Source: an optimization exercise on an open RTL-to-GDS flow (aim: small area and a short achievable clock period). Production flows keep margins and buffers that such runs may drop.
The RTL was checked by simulation tests, not by an equivalence proof against the original design.
Power figures rest on the tool's default switching activity, not on a simulated workload.

==> 03-06: inputs <==
==> flow/design.v <==
module CPU(
	input sysclk,
	input cpu_resetn,
	output [31:0] imem_addr,
	input  [31:0] imem_rdata,
	output [31:0] dmem_addr,
	output [31:0] dmem_wdata,
	output [3:0]  dmem_wen_n,
	input  [31:0] dmem_rdata,
	output uart_tx
);
	wire [31:0] ins = imem_rdata;
	wire [6:0] op = ins[6:0];
	wire [2:0] f3 = ins[14:12];
	wire [4:0] ra = ins[19:15];
	wire [4:0] rb = ins[24:20];
	wire [4:0] rd = ins[11:7];
	wire alt = ins[30];
	wire is_lui    = (op == 7'b0110111);
	wire is_auipc  = (op == 7'b0010111);
	wire is_jal    = (op == 7'b1101111);
	wire is_jalr   = (op == 7'b1100111);
	wire is_branch = (op == 7'b1100011);
	wire is_load   = (op == 7'b0000011);
	wire is_store  = (op == 7'b0100011);
	wire is_opimm  = (op == 7'b0010011);
	wire is_op     = (op == 7'b0110011);
	wire [31:0] imm_i = {{20{ins[31]}}, ins[31:20]};
	wire [31:0] imm_s = {{20{ins[31]}}, ins[31:25], ins[11:7]};
	wire [31:0] imm_b = {{20{ins[31]}}, ins[7], ins[30:25], ins[11:8], 1'b0};
	wire [31:0] imm_u = {ins[31:12], 12'b0};
	wire [31:0] imm_j = {{12{ins[31]}}, ins[19:12], ins[20], ins[30:21], 1'b0};
	reg  [31:0] pc;
	wire [31:0] an, bn, wd;
	wire [31:0] a = ~an;
	wire [31:0] b = ~bn;
	wire we = ~(is_branch | is_store);
	wire [31:1] sa, sb, en;
	wire [31:0] q [1:31];
	genvar g, j;
	generate for (g = 1; g < 32; g = g + 1) begin : x
		assign sa[g] = (ra == g);
		assign sb[g] = (rb == g);
		assign en[g] = we & (rd == g);
		reg [31:0] r;
		always @(posedge sysclk) if (en[g]) r <= wd;
		assign q[g] = r;
	end endgenerate
	generate for (j = 0; j < 32; j = j + 1) begin : col
		wire [31:1] c;
		for (g = 1; g < 32; g = g + 1) begin : rw
			assign c[g] = q[g][j];
		end
		rdbit pa(.s(sa), .d(c), .yn(an[j]));
		rdbit pb(.s(sb), .d(c), .yn(bn[j]));
	end endgenerate
	wire [31:0] addr;
	wire [11:0] imm12 = is_store ? {ins[31:25], ins[11:7]} : ins[31:20];
	ks32 #(.CIN(0)) addr_add0(.an(an), .b({{20{imm12[11]}}, imm12}), .cin(1'b0), .y(addr), .coutn());
	wire hc_hit, uart_hit;
	hc_eq hc_eq0(.an(an), .imm(imm12), .hit(hc_hit));
	assign uart_hit = (addr == 32'hf6fff070);
	assign dmem_addr = addr;
	assign dmem_wdata = b;
	assign dmem_wen_n = ~({4{is_store}} & ((f3 == 3'b000) ? 4'b0001 :
	                                       (f3 == 3'b001) ? 4'b0011 :
	                                       (f3 == 3'b010) ? 4'b1111 : 4'b0000));
	wire use_b = is_op | is_branch;
	wire [31:0] bsel = use_b ? b : (is_jalr ? imm_j : imm_i);
	wire slt_op = (f3 == 3'b010) | (f3 == 3'b011);
	wire sub = is_branch | ((is_op | is_opimm) & slt_op) | (is_op & (f3 == 3'b000) & alt);
	wire [31:0] immx = is_jalr ? imm_j : imm_i;
	wire [31:0] bx = use_b ? (b ^ {32{sub}}) : (immx ^ {32{sub}});
	wire [31:0] sum;
	wire ltu;
	ks32 #(.CIN(1)) alu_add0(.an(an), .b(bx), .cin(sub), .y(sum), .coutn(ltu));
	wire lt = (a[31] ^ bsel[31]) ? a[31] : ltu;
	wire eq = (a == bsel);
	wire shl = ~f3[2];
	wire [4:0] shamt = is_op ? b[4:0] : rb;
	reg  [31:0] a_rev, sr_rev;
	integer k;
	always @(*) for (k = 0; k < 32; k = k + 1) a_rev[k] = a[31-k];
	wire [31:0] sin = shl ? a_rev : a;
	wire fill = ~shl & alt & a[31];
	wire [63:0] sr64 = {{32{fill}}, sin} >> shamt;
	wire [31:0] sr = sr64[31:0];
	always @(*) for (k = 0; k < 32; k = k + 1) sr_rev[k] = sr[31-k];
	reg [31:0] hc;
	wire ld_mem = (f3 == 3'b000) | (f3 == 3'b001) | (f3 == 3'b010) | (f3 == 3'b100) | (f3 == 3'b101);
	wire [31:0] ldv_mem = (f3[1:0] == 2'b00) ? {{24{dmem_rdata[7] & ~f3[2]}}, dmem_rdata[7:0]} :
	                      (f3[1:0] == 2'b01) ? {{16{dmem_rdata[15] & ~f3[2]}}, dmem_rdata[15:0]} : dmem_rdata;
	wire [31:0] ldv_hc = (f3[1:0] == 2'b00) ? {{24{hc[7] & ~f3[2]}}, hc[7:0]} :
	                     (f3[1:0] == 2'b01) ? {{16{hc[15] & ~f3[2]}}, hc[15:0]} : hc;
	wire [31:0] ldv = hc_hit ? ldv_hc : ldv_mem;
	wire [31:0] pc4 = pc + 32'd4;
	wire [31:0] pcimm = pc + (is_branch ? imm_b : is_jal ? imm_j : imm_u);
	wire alu_op = is_op | is_opimm;
	wire s_lui  = is_lui;
	wire s_pci  = is_auipc;
	wire s_link = is_jal | is_jalr;
	wire s_ldm  = is_load & ld_mem;
	wire s_addr = (is_load & ~ld_mem) | (is_opimm & (f3 == 3'b000));
	wire s_add  = is_op & (f3 == 3'b000);
	wire s_slt  = alu_op & (f3 == 3'b010);
	wire s_sltu = alu_op & (f3 == 3'b011);
	wire s_xor  = alu_op & (f3 == 3'b100);
	wire s_or   = alu_op & (f3 == 3'b110);
	wire s_and  = alu_op & (f3 == 3'b111);
	wire s_srl  = alu_op & (f3 == 3'b101);
	wire s_sll  = alu_op & (f3 == 3'b001);
	assign wd = ({32{s_lui}} & imm_u) | ({32{s_pci}} & pcimm) | ({32{s_link}} & pc4) |
	            ({32{s_ldm}} & ldv) | ({32{s_addr}} & addr) | ({32{s_add}} & sum) |
	            {31'b0, (s_slt & lt) | (s_sltu & ltu)} |
	            ({32{s_xor}} & (a ^ bx)) | ({32{s_or}} & (a | bx)) | ({32{s_and}} & (a & bx)) |
	            ({32{s_srl}} & sr) | ({32{s_sll}} & sr_rev);
	reg cond;
	always @(*) begin
		case (f3)
			3'b000: cond = eq;
			3'b001: cond = ~eq;
			3'b100: cond = lt;
			3'b101: cond = ~lt;
			3'b110: cond = ltu;
			3'b111: cond = ~ltu;
			default: cond = 1'b0;
		endcase
	end
	wire taken = is_branch & cond & (pcimm != 32'b0);
	wire [31:0] np_other = is_jal ? pcimm : is_jalr ? sum : pc4;
	wire [31:0] nextpc;
	genvar m;
	generate for (m = 0; m < 32; m = m + 1) begin : npm
		g_mux2 u(.a0(np_other[m]), .a1(pcimm[m]), .s(taken), .y(nextpc[m]));
	end endgenerate
	always @(posedge sysclk or negedge cpu_resetn) begin
		if (!cpu_resetn) pc <= 32'h00008000;
		else pc <= nextpc;
	end
	assign imem_addr = pc;
	always @(posedge sysclk or negedge cpu_resetn) begin
		if (!cpu_resetn) hc <= 32'd0;
		else hc <= hc + 32'd1;
	end
	wire uart_we = is_store & (f3 == 3'b000 | f3 == 3'b001 | f3 == 3'b010) & uart_hit;
	uart uart0(
		.clk(sysclk),
		.resetn(cpu_resetn),
		.we(uart_we),
		.data(b[7:0]),
		.uart_tx(uart_tx)
	);
endmodule
module rd3 (
	input [2:0] s,
	input [2:0] d,
	output yn
);
	assign yn = ~|(s & d);
endmodule
module rd1 (
	input s,
	input d,
	output yn
);
	assign yn = ~(s & d);
endmodule
module nand4m (
	input [3:0] n,
	output y
);
	assign y = ~&n;
endmodule
module nand3m (
	input [2:0] n,
	output y
);
	assign y = ~&n;
endmodule
module nor3m (
	input [2:0] m,
	output yn
);
	assign yn = ~|m;
endmodule
module rdbit (
	input [31:1] s,
	input [31:1] d,
	output yn
);
	wire [10:0] n;
	wire [2:0] m;
	genvar g;
	generate for (g = 0; g < 10; g = g + 1) begin : t
		rd3 u(.s(s[3*g+3:3*g+1]), .d(d[3*g+3:3*g+1]), .yn(n[g]));
	end endgenerate
	rd1 u31(.s(s[31]), .d(d[31]), .yn(n[10]));
	nand4m m0(.n(n[3:0]), .y(m[0]));
	nand4m m1(.n(n[7:4]), .y(m[1]));
	nand3m m2(.n(n[10:8]), .y(m[2]));
	nor3m f(.m(m), .yn(yn));
endmodule
module g_inv (input a, output y); assign y = ~a; endmodule
module g_nand2 (input a, input b, output y); assign y = ~(a & b); endmodule
module g_nor2 (input a, input b, output y); assign y = ~(a | b); endmodule
module g_a21oi (input a1, input a2, input b1, output y); assign y = ~((a1 & a2) | b1); endmodule
module g_o21ai (input a1, input a2, input b1, output y); assign y = ~((a1 | a2) & b1); endmodule
module g_xnor2 (input a, input b, output y); assign y = ~(a ^ b); endmodule
module g_nor2b (input a, input bn, output y); assign y = ~(a | ~bn); endmodule
module g_maj3n (input an, input b, input c, output y); assign y = (~an & b) | (~an & c) | (b & c); endmodule
module g_mux2 (input a0, input a1, input s, output y); assign y = s ? a1 : a0; endmodule
module ks32 #(parameter CIN = 0) (
	input [31:0] an,
	input [31:0] b,
	input cin,
	output [31:0] y,
	output coutn
);
	wire [31:0] p0, g0;
	wire [31:0] g1, g2, g3, g4, g5, p1, p2, p3, p4;
	genvar i;
	generate for (i = 0; i < 32; i = i + 1) begin : l0
		if (i == 0 && CIN) begin : c
			g_maj3n ug(.an(an[i]), .b(b[i]), .c(cin), .y(g0[i]));
		end else begin : n
			g_nor2b ug(.a(an[i]), .bn(b[i]), .y(g0[i]));
		end
		g_xnor2 up(.a(an[i]), .b(b[i]), .y(p0[i]));
	end endgenerate
	generate for (i = 0; i < 32; i = i + 1) begin : l1
		if (i < 1) begin : pass
			g_inv ug(.a(g0[i]), .y(g1[i]));
		end else begin : bc
			g_a21oi ug(.a1(p0[i]), .a2(g0[i-1]), .b1(g0[i]), .y(g1[i]));
			g_nand2 up(.a(p0[i]), .b(p0[i-1]), .y(p1[i]));
		end
	end endgenerate
	generate for (i = 0; i < 32; i = i + 1) begin : l2
		if (i < 2) begin : pass
			g_inv ug(.a(g1[i]), .y(g2[i]));
		end else begin : bc
			g_o21ai ug(.a1(p1[i]), .a2(g1[i-2]), .b1(g1[i]), .y(g2[i]));
			if (i >= 4) begin : pp
				g_nor2 up(.a(p1[i]), .b(p1[i-2]), .y(p2[i]));
			end
		end
	end endgenerate
	generate for (i = 0; i < 32; i = i + 1) begin : l3
		if (i < 4) begin : pass
			g_inv ug(.a(g2[i]), .y(g3[i]));
		end else begin : bc
			g_a21oi ug(.a1(p2[i]), .a2(g2[i-4]), .b1(g2[i]), .y(g3[i]));
			if (i >= 8) begin : pp
				g_nand2 up(.a(p2[i]), .b(p2[i-4]), .y(p3[i]));
			end
		end
	end endgenerate
	generate for (i = 0; i < 32; i = i + 1) begin : l4
		if (i < 8) begin : pass
			g_inv ug(.a(g3[i]), .y(g4[i]));
		end else begin : bc
			g_o21ai ug(.a1(p3[i]), .a2(g3[i-8]), .b1(g3[i]), .y(g4[i]));
			if (i >= 16) begin : pp
				g_nor2 up(.a(p3[i]), .b(p3[i-8]), .y(p4[i]));
			end
		end
	end endgenerate
	generate for (i = 0; i < 32; i = i + 1) begin : l5
		if (i < 16) begin : pass
			g_inv ug(.a(g4[i]), .y(g5[i]));
		end else begin : bc
			g_a21oi ug(.a1(p4[i]), .a2(g4[i-16]), .b1(g4[i]), .y(g5[i]));
		end
	end endgenerate
	generate if (CIN) begin : s0c
		g_xnor2 u(.a(p0[0]), .b(~cin), .y(y[0]));
	end else begin : s0n
		assign y[0] = p0[0];
	end endgenerate
	generate for (i = 1; i < 32; i = i + 1) begin : s
		g_xnor2 u(.a(p0[i]), .b(g5[i-1]), .y(y[i]));
	end endgenerate
	assign coutn = g5[31];
endmodule
module hc_eq (
	input [31:0] an,
	input [11:0] imm,
	output hit
);
	localparam [31:0] K = 32'hffffff00;
	wire [31:0] a = ~an;
	wire [31:0] b = {{20{imm[11]}}, imm};
	wire [31:0] r = {(K[30:0] & a[30:0] & b[30:0]) | (~K[30:0] & (a[30:0] | b[30:0])), 1'b0};
	assign hit = ~|(a ^ b ^ K ^ r);
endmodule
module uart (
	input clk,
	input resetn,
	input we,
	input [7:0] data,
	output reg uart_tx
);
	reg [3:0] bitcount;
	reg [8:0] shifter;
	wire sending = |bitcount;
	wire busy = |bitcount[3:1];
	reg [12:0] d;
	wire ser_clk = ~d[12];
	always @(posedge clk or negedge resetn) begin
		if (!resetn) d <= 13'd0;
		else d <= d + (ser_clk ? -13'd3113 : 13'd12);
	end
	always @(posedge clk or negedge resetn) begin
		if (!resetn) begin
			uart_tx <= 1'b1;
			bitcount <= 4'd0;
		end else begin
			if (sending & ser_clk) begin
				uart_tx <= shifter[0];
				bitcount <= bitcount - 4'd1;
			end else if (we & ~busy) begin
				bitcount <= 4'd11;
			end
		end
	end
	always @(posedge clk) begin
		if (sending & ser_clk) shifter <= {1'b1, shifter[8:1]};
		else if (we & ~busy) shifter <= {data, 1'b0};
	end
endmodule
==> flow/flow/run.sh <==
#!/bin/bash
# Layout: the standard ORFS flow (standard.sh) with two sizing changes:
# cells may be resized across footprints, and ports get sky130 buf_4
# buffers instead of the delay buffers buffer_ports picks by default.
# Each step's full output is in orfs/logs; make's own output is in layout.log.
set -o pipefail
bash standard.sh synth > synth.log 2>&1 || exit 1
bash standard.sh MATCH_CELL_FOOTPRINT=0 \
	"BUFFER_PORTS_ARGS=-buffer_cell sky130_fd_sc_hd__buf_4" \
	finish > layout.log 2>&1
==> flow/standard.sh <==
#!/bin/bash
# synth_recipe.tcl (not shown) runs the flow's synth.tcl, then flattens the netlist and writes it again
# the make line also repeats each setting of config.mk as NAME=value (left out here)
make -C /OpenROAD-flow-scripts/flow DESIGN_CONFIG=/design/flow/config.mk WORK_HOME=/design/flow/orfs CLKGATE_MAP_FILE= SYNTH_SCRIPT=/design/flow/synth_recipe.tcl "${@:-finish}"
==> flow/config.mk <==
export PLATFORM = sky130hd
export DESIGN_NAME = CPU
export DESIGN_NICKNAME = CPU
export VERILOG_FILES = /design/flow/design.v
export SDC_FILE = /design/flow/constraint.sdc
export NUM_CORES = 4
export LEC_CHECK = 0
export CAP_MARGIN = 20
export CORE_MARGIN = 2
export CORE_UTILIZATION = 40
export PLACE_DENSITY = 0.6
export SETUP_SLACK_MARGIN = 5
export SLEW_MARGIN = 20
export SYNTH_HIERARCHICAL = 1
export TNS_END_PERCENT = 5
==> flow/constraint.sdc <==
create_clock -name core_clock -period 12.0 [get_ports {sysclk}]
set_input_delay 2.4000 -clock core_clock [delete_from_list [all_inputs] [get_ports {sysclk}]]
set_output_delay 2.4000 -clock core_clock [all_outputs]
set_load 0.01 [all_outputs]
==> inputs of 12-23, as changes to 03-06 <==
--- a/flow/design.v
+++ b/flow/design.v
@@ -36,11 +36,11 @@
 	wire [31:0] b = ~bn;
 	wire we = ~(is_branch | is_store);
 	wire [31:1] sa, sb, en;
+	dec5 deca(.r(ra), .s(sa));
+	dec5 decb(.r(rb), .s(sb));
 	wire [31:0] q [1:31];
 	genvar g, j;
 	generate for (g = 1; g < 32; g = g + 1) begin : x
-		assign sa[g] = (ra == g);
-		assign sb[g] = (rb == g);
 		assign en[g] = we & (rd == g);
 		reg [31:0] r;
 		always @(posedge sysclk) if (en[g]) r <= wd;
@@ -58,7 +58,7 @@
 	wire [11:0] imm12 = is_store ? {ins[31:25], ins[11:7]} : ins[31:20];
 	ks32 #(.CIN(0)) addr_add0(.an(an), .b({{20{imm12[11]}}, imm12}), .cin(1'b0), .y(addr), .coutn());
 	wire hc_hit, uart_hit;
-	hc_eq hc_eq0(.an(an), .imm(imm12), .hit(hc_hit));
+	assign hc_hit = (addr == 32'hffffff00);
 	assign uart_hit = (addr == 32'hf6fff070);
 	assign dmem_addr = addr;
 	assign dmem_wdata = b;
@@ -92,7 +92,6 @@
 	                      (f3[1:0] == 2'b01) ? {{16{dmem_rdata[15] & ~f3[2]}}, dmem_rdata[15:0]} : dmem_rdata;
 	wire [31:0] ldv_hc = (f3[1:0] == 2'b00) ? {{24{hc[7] & ~f3[2]}}, hc[7:0]} :
 	                     (f3[1:0] == 2'b01) ? {{16{hc[15] & ~f3[2]}}, hc[15:0]} : hc;
-	wire [31:0] ldv = hc_hit ? ldv_hc : ldv_mem;
 	wire [31:0] pc4 = pc + 32'd4;
 	wire [31:0] pcimm = pc + (is_branch ? imm_b : is_jal ? imm_j : imm_u);
 	wire alu_op = is_op | is_opimm;
@@ -109,11 +108,19 @@
 	wire s_and  = alu_op & (f3 == 3'b111);
 	wire s_srl  = alu_op & (f3 == 3'b101);
 	wire s_sll  = alu_op & (f3 == 3'b001);
-	assign wd = ({32{s_lui}} & imm_u) | ({32{s_pci}} & pcimm) | ({32{s_link}} & pc4) |
-	            ({32{s_ldm}} & ldv) | ({32{s_addr}} & addr) | ({32{s_add}} & sum) |
+	wire s_ldhc = s_ldm & hc_hit;
+	wire s_ldmem = s_ldm & ~hc_hit;
+	wire [31:0] wd_rest_n = ~(({32{s_lui}} & imm_u) | ({32{s_pci}} & pcimm) | ({32{s_link}} & pc4) |
 	            {31'b0, (s_slt & lt) | (s_sltu & ltu)} |
-	            ({32{s_xor}} & (a ^ bx)) | ({32{s_or}} & (a | bx)) | ({32{s_and}} & (a & bx)) |
-	            ({32{s_srl}} & sr) | ({32{s_sll}} & sr_rev);
+	            ({32{s_xor}} & (a ^ bx)) | ({32{s_or}} & (a | bx)) | ({32{s_and}} & (a & bx)));
+	genvar w;
+	generate for (w = 0; w < 32; w = w + 1) begin : wdm
+		wire t1, t2, t3;
+		g_a22oi u1(.a1(s_add), .a2(sum[w]), .b1(s_addr), .b2(addr[w]), .y(t1));
+		g_a22oi u2(.a1(s_ldhc), .a2(ldv_hc[w]), .b1(s_ldmem), .b2(ldv_mem[w]), .y(t2));
+		g_a22oi u3(.a1(s_srl), .a2(sr[w]), .b1(s_sll), .b2(sr_rev[w]), .y(t3));
+		g_nand4 u4(.a(t1), .b(t2), .c(t3), .d(wd_rest_n[w]), .y(wd[w]));
+	end endgenerate
 	reg cond;
 	always @(*) begin
 		case (f3)
@@ -208,6 +215,10 @@
 module g_xnor2 (input a, input b, output y); assign y = ~(a ^ b); endmodule
 module g_nor2b (input a, input bn, output y); assign y = ~(a | ~bn); endmodule
 module g_maj3n (input an, input b, input c, output y); assign y = (~an & b) | (~an & c) | (b & c); endmodule
+module g_nand3 (input a, input b, input c, output y); assign y = ~(a & b & c); endmodule
+module g_a21o (input a1, input a2, input b1, output y); assign y = (a1 & a2) | b1; endmodule
+module g_a22oi (input a1, input a2, input b1, input b2, output y); assign y = ~((a1 & a2) | (b1 & b2)); endmodule
+module g_nand4 (input a, input b, input c, input d, output y); assign y = ~(a & b & c & d); endmodule
 module g_mux2 (input a0, input a1, input s, output y); assign y = s ? a1 : a0; endmodule
 module ks32 #(parameter CIN = 0) (
 	input [31:0] an,
@@ -282,16 +293,26 @@
 	end endgenerate
 	assign coutn = g5[31];
 endmodule
-module hc_eq (
-	input [31:0] an,
-	input [11:0] imm,
-	output hit
+module dec5 (
+	input [4:0] r,
+	output [31:1] s
 );
-	localparam [31:0] K = 32'hffffff00;
-	wire [31:0] a = ~an;
-	wire [31:0] b = {{20{imm[11]}}, imm};
-	wire [31:0] r = {(K[30:0] & a[30:0] & b[30:0]) | (~K[30:0] & (a[30:0] | b[30:0])), 1'b0};
-	assign hit = ~|(a ^ b ^ K ^ r);
+	wire [4:0] rn;
+	wire [3:0] lo_n;
+	wire [7:0] hi_n;
+	genvar i;
+	generate for (i = 0; i < 5; i = i + 1) begin : iv
+		g_inv u(.a(r[i]), .y(rn[i]));
+	end endgenerate
+	generate for (i = 0; i < 4; i = i + 1) begin : lo
+		g_nand2 u(.a(i[0] ? r[0] : rn[0]), .b(i[1] ? r[1] : rn[1]), .y(lo_n[i]));
+	end endgenerate
+	generate for (i = 0; i < 8; i = i + 1) begin : hi
+		g_nand3 u(.a(i[0] ? r[2] : rn[2]), .b(i[1] ? r[3] : rn[3]), .c(i[2] ? r[4] : rn[4]), .y(hi_n[i]));
+	end endgenerate
+	generate for (i = 1; i < 32; i = i + 1) begin : o
+		g_nor2 u(.a(hi_n[i >> 2]), .b(lo_n[i & 3]), .y(s[i]));
+	end endgenerate
 endmodule
 module uart (
 	input clk,
==> flow/flow/run.sh (replaced) <==
#!/bin/bash
# Layout: the standard ORFS flow (standard.sh) with two sizing changes:
# cells may be resized across footprints, and ports get sky130 buf_4
# buffers instead of the delay buffers buffer_ports picks by default; the
# floorplan step removes synthesis buffers instead of sizing without wires.
# Each step's full output is in orfs/logs; make's own output is in layout.log.
set -o pipefail
bash standard.sh synth > synth.log 2>&1 || exit 1
bash standard.sh MATCH_CELL_FOOTPRINT=0 \
	"BUFFER_PORTS_ARGS=-buffer_cell sky130_fd_sc_hd__buf_4" REMOVE_ABC_BUFFERS=1 \
	finish > layout.log 2>&1
Settings changed: CTS_BUF_LIST set to sky130_fd_sc_hd__clkbuf_16, CTS_CLUSTER_DIAMETER set to 70, CTS_CLUSTER_SIZE set to 20, SETUP_SLACK_MARGIN 5 to 3.4.
==> inputs of 01-04, as changes to 03-06 <==
--- a/flow/design.v
+++ b/flow/design.v
@@ -36,11 +36,11 @@
 	wire [31:0] b = ~bn;
 	wire we = ~(is_branch | is_store);
 	wire [31:1] sa, sb, en;
+	dec5 deca(.r(ra), .s(sa));
+	dec5 decb(.r(rb), .s(sb));
 	wire [31:0] q [1:31];
 	genvar g, j;
 	generate for (g = 1; g < 32; g = g + 1) begin : x
-		assign sa[g] = (ra == g);
-		assign sb[g] = (rb == g);
 		assign en[g] = we & (rd == g);
 		reg [31:0] r;
 		always @(posedge sysclk) if (en[g]) r <= wd;
@@ -58,7 +58,7 @@
 	wire [11:0] imm12 = is_store ? {ins[31:25], ins[11:7]} : ins[31:20];
 	ks32 #(.CIN(0)) addr_add0(.an(an), .b({{20{imm12[11]}}, imm12}), .cin(1'b0), .y(addr), .coutn());
 	wire hc_hit, uart_hit;
-	hc_eq hc_eq0(.an(an), .imm(imm12), .hit(hc_hit));
+	assign hc_hit = (addr == 32'hffffff00);
 	assign uart_hit = (addr == 32'hf6fff070);
 	assign dmem_addr = addr;
 	assign dmem_wdata = b;
@@ -92,7 +92,6 @@
 	                      (f3[1:0] == 2'b01) ? {{16{dmem_rdata[15] & ~f3[2]}}, dmem_rdata[15:0]} : dmem_rdata;
 	wire [31:0] ldv_hc = (f3[1:0] == 2'b00) ? {{24{hc[7] & ~f3[2]}}, hc[7:0]} :
 	                     (f3[1:0] == 2'b01) ? {{16{hc[15] & ~f3[2]}}, hc[15:0]} : hc;
-	wire [31:0] ldv = hc_hit ? ldv_hc : ldv_mem;
 	wire [31:0] pc4 = pc + 32'd4;
 	wire [31:0] pcimm = pc + (is_branch ? imm_b : is_jal ? imm_j : imm_u);
 	wire alu_op = is_op | is_opimm;
@@ -109,11 +108,19 @@
 	wire s_and  = alu_op & (f3 == 3'b111);
 	wire s_srl  = alu_op & (f3 == 3'b101);
 	wire s_sll  = alu_op & (f3 == 3'b001);
-	assign wd = ({32{s_lui}} & imm_u) | ({32{s_pci}} & pcimm) | ({32{s_link}} & pc4) |
-	            ({32{s_ldm}} & ldv) | ({32{s_addr}} & addr) | ({32{s_add}} & sum) |
+	wire s_ldhc = s_ldm & hc_hit;
+	wire s_ldmem = s_ldm & ~hc_hit;
+	wire [31:0] wd_rest_n = ~(({32{s_lui}} & imm_u) | ({32{s_pci}} & pcimm) | ({32{s_link}} & pc4) |
 	            {31'b0, (s_slt & lt) | (s_sltu & ltu)} |
-	            ({32{s_xor}} & (a ^ bx)) | ({32{s_or}} & (a | bx)) | ({32{s_and}} & (a & bx)) |
-	            ({32{s_srl}} & sr) | ({32{s_sll}} & sr_rev);
+	            ({32{s_xor}} & (a ^ bx)) | ({32{s_or}} & (a | bx)) | ({32{s_and}} & (a & bx)));
+	genvar w;
+	generate for (w = 0; w < 32; w = w + 1) begin : wdm
+		wire t1, t2, t3;
+		g_a22oi u1(.a1(s_add), .a2(sum[w]), .b1(s_addr), .b2(addr[w]), .y(t1));
+		g_a22oi u2(.a1(s_ldhc), .a2(ldv_hc[w]), .b1(s_ldmem), .b2(ldv_mem[w]), .y(t2));
+		g_a22oi u3(.a1(s_srl), .a2(sr[w]), .b1(s_sll), .b2(sr_rev[w]), .y(t3));
+		g_nand4 u4(.a(t1), .b(t2), .c(t3), .d(wd_rest_n[w]), .y(wd[w]));
+	end endgenerate
 	reg cond;
 	always @(*) begin
 		case (f3)
@@ -208,6 +215,10 @@
 module g_xnor2 (input a, input b, output y); assign y = ~(a ^ b); endmodule
 module g_nor2b (input a, input bn, output y); assign y = ~(a | ~bn); endmodule
 module g_maj3n (input an, input b, input c, output y); assign y = (~an & b) | (~an & c) | (b & c); endmodule
+module g_nand3 (input a, input b, input c, output y); assign y = ~(a & b & c); endmodule
+module g_a21o (input a1, input a2, input b1, output y); assign y = (a1 & a2) | b1; endmodule
+module g_a22oi (input a1, input a2, input b1, input b2, output y); assign y = ~((a1 & a2) | (b1 & b2)); endmodule
+module g_nand4 (input a, input b, input c, input d, output y); assign y = ~(a & b & c & d); endmodule
 module g_mux2 (input a0, input a1, input s, output y); assign y = s ? a1 : a0; endmodule
 module ks32 #(parameter CIN = 0) (
 	input [31:0] an,
@@ -282,16 +293,26 @@
 	end endgenerate
 	assign coutn = g5[31];
 endmodule
-module hc_eq (
-	input [31:0] an,
-	input [11:0] imm,
-	output hit
+module dec5 (
+	input [4:0] r,
+	output [31:1] s
 );
-	localparam [31:0] K = 32'hffffff00;
-	wire [31:0] a = ~an;
-	wire [31:0] b = {{20{imm[11]}}, imm};
-	wire [31:0] r = {(K[30:0] & a[30:0] & b[30:0]) | (~K[30:0] & (a[30:0] | b[30:0])), 1'b0};
-	assign hit = ~|(a ^ b ^ K ^ r);
+	wire [4:0] rn;
+	wire [3:0] lo_n;
+	wire [7:0] hi_n;
+	genvar i;
+	generate for (i = 0; i < 5; i = i + 1) begin : iv
+		g_inv u(.a(r[i]), .y(rn[i]));
+	end endgenerate
+	generate for (i = 0; i < 4; i = i + 1) begin : lo
+		g_nand2 u(.a(i[0] ? r[0] : rn[0]), .b(i[1] ? r[1] : rn[1]), .y(lo_n[i]));
+	end endgenerate
+	generate for (i = 0; i < 8; i = i + 1) begin : hi
+		g_nand3 u(.a(i[0] ? r[2] : rn[2]), .b(i[1] ? r[3] : rn[3]), .c(i[2] ? r[4] : rn[4]), .y(hi_n[i]));
+	end endgenerate
+	generate for (i = 1; i < 32; i = i + 1) begin : o
+		g_nor2 u(.a(hi_n[i >> 2]), .b(lo_n[i & 3]), .y(s[i]));
+	end endgenerate
 endmodule
 module uart (
 	input clk,
==> flow/flow/run.sh (replaced) <==
#!/bin/bash
# Layout: the standard ORFS flow (standard.sh) with two sizing changes:
# cells may be resized across footprints, and ports get sky130 buf_4
# buffers instead of the delay buffers buffer_ports picks by default; the
# floorplan step removes synthesis buffers instead of sizing without wires.
# Each step's full output is in orfs/logs; make's own output is in layout.log.
set -o pipefail
bash standard.sh synth > synth.log 2>&1 || exit 1
bash standard.sh MATCH_CELL_FOOTPRINT=0 \
	"BUFFER_PORTS_ARGS=-buffer_cell sky130_fd_sc_hd__buf_4" REMOVE_ABC_BUFFERS=1 \
	finish > layout.log 2>&1
Settings changed: CTS_BUF_LIST set to sky130_fd_sc_hd__clkbuf_8, SETUP_SLACK_MARGIN 5 to 3.4.
==> run notes <==
| quantity | 03-06 | 01-04 | 12-23 |
|---|---|---|---|
| Initial core utilization | 40.2% | 40.3% | 40.3% |
| Type of destination of the critical path | flop | primary output | primary output |
| Clock group | 3560 uW | 3350 uW | 3050 uW |
| Post-layout utilization of the core | 49.9% | 48.3% | 47.8% |
| H-tree levels | 3 | 4 | 3 |
| Endpoint of the worst register-to-register path | x[13].r[7]$_DFFE_PP_ | x[1].r[28]$_DFFE_PP_ | x[16].r[28]$_DFFE_PP_ |
| Leak | 0.0265 uW | 0.0251 uW | 0.0245 uW |
| Via density per instance | 7.13 | 7.33 | 7.47 |
| Category of the most critical setup path | primary input to flop | primary input to primary output | primary input to primary output |
| Measured slew at the worst slew-check pin | 1.16 ns | 1.24 ns | 1.52 ns |
| Most frequent CP cell | - | buf_4 | buf_4 |
| Flop pwr share | 37.8% | 39.6% | 40.8% |
| Power per unit of standard cell area | 154 nW/um^2 | 155 nW/um^2 | 152 nW/um^2 |
| Synthesized netlist cell count | 4953 | 4724 | 4724 |
| Final wirelength | 286 mm | 302 mm | 302 mm |
| Start of the worst register-to-register path | x[13].r[6]$_DFFE_PP_ | x[13].r[10]$_DFFE_PP_ | x[15].r[10]$_DFFE_PP_ |
| Total chip power | 11500 uW | 10900 uW | 10600 uW |
| Clock root buffer | clkbuf_16 | clkbuf_8 | clkbuf_16 |
| Worst slack on hold paths | 0.469 ns | 0.475 ns | 0.476 ns |
| Number of cells on the critical path | 23 | 19 | 18 |
| Clock Buffer Count | 135 | 183 | 87 |
| Global Route Usage Sum | 36.4% | 38.8% | 39.0% |
| Run status | timing/DRC/antenna clean | timing/DRC/antenna clean | complete, but fails checks |
| Reasons for failing layout checks | - | - | slew limit |
| Clock-cell share of area | 4.98% | 5.15% | 4.20% |
| Non-clock buffer total of the final layout | 617 | 518 | 507 |
| Period utilisation layout | 73.6% | 74.3% | 73.8% |

## re-timing with driven ports
How much do the figures lean on ideal ports? The routed layouts below were timed once more, with nothing changed but the port constraints. Step 1 assumes that a clkbuf_16 drives the clock port and a buf_2 every other input. Step 2 also shifts input and output timing later by t, the mid clock arrival at the registers, as if the neighbouring blocks saw the same clock. a / b / c = no drivers / after step 1 / after step 2; a / b = the first two.
run | t (ns) | setup WS [ns] | cell pins on the clock port's net
03-06 | 0.847 | 3.170 / 3.049 / 2.370 | 1
12-23 | 0.822 | 3.149 / 3.100 / 2.592 | 1
01-04 | 0.996 | 3.086 / 3.054 / 2.168 | 1
The setup slack of 01-04, which loses most, moves by -0.032 ns with the drivers and by -0.918 ns with both steps.
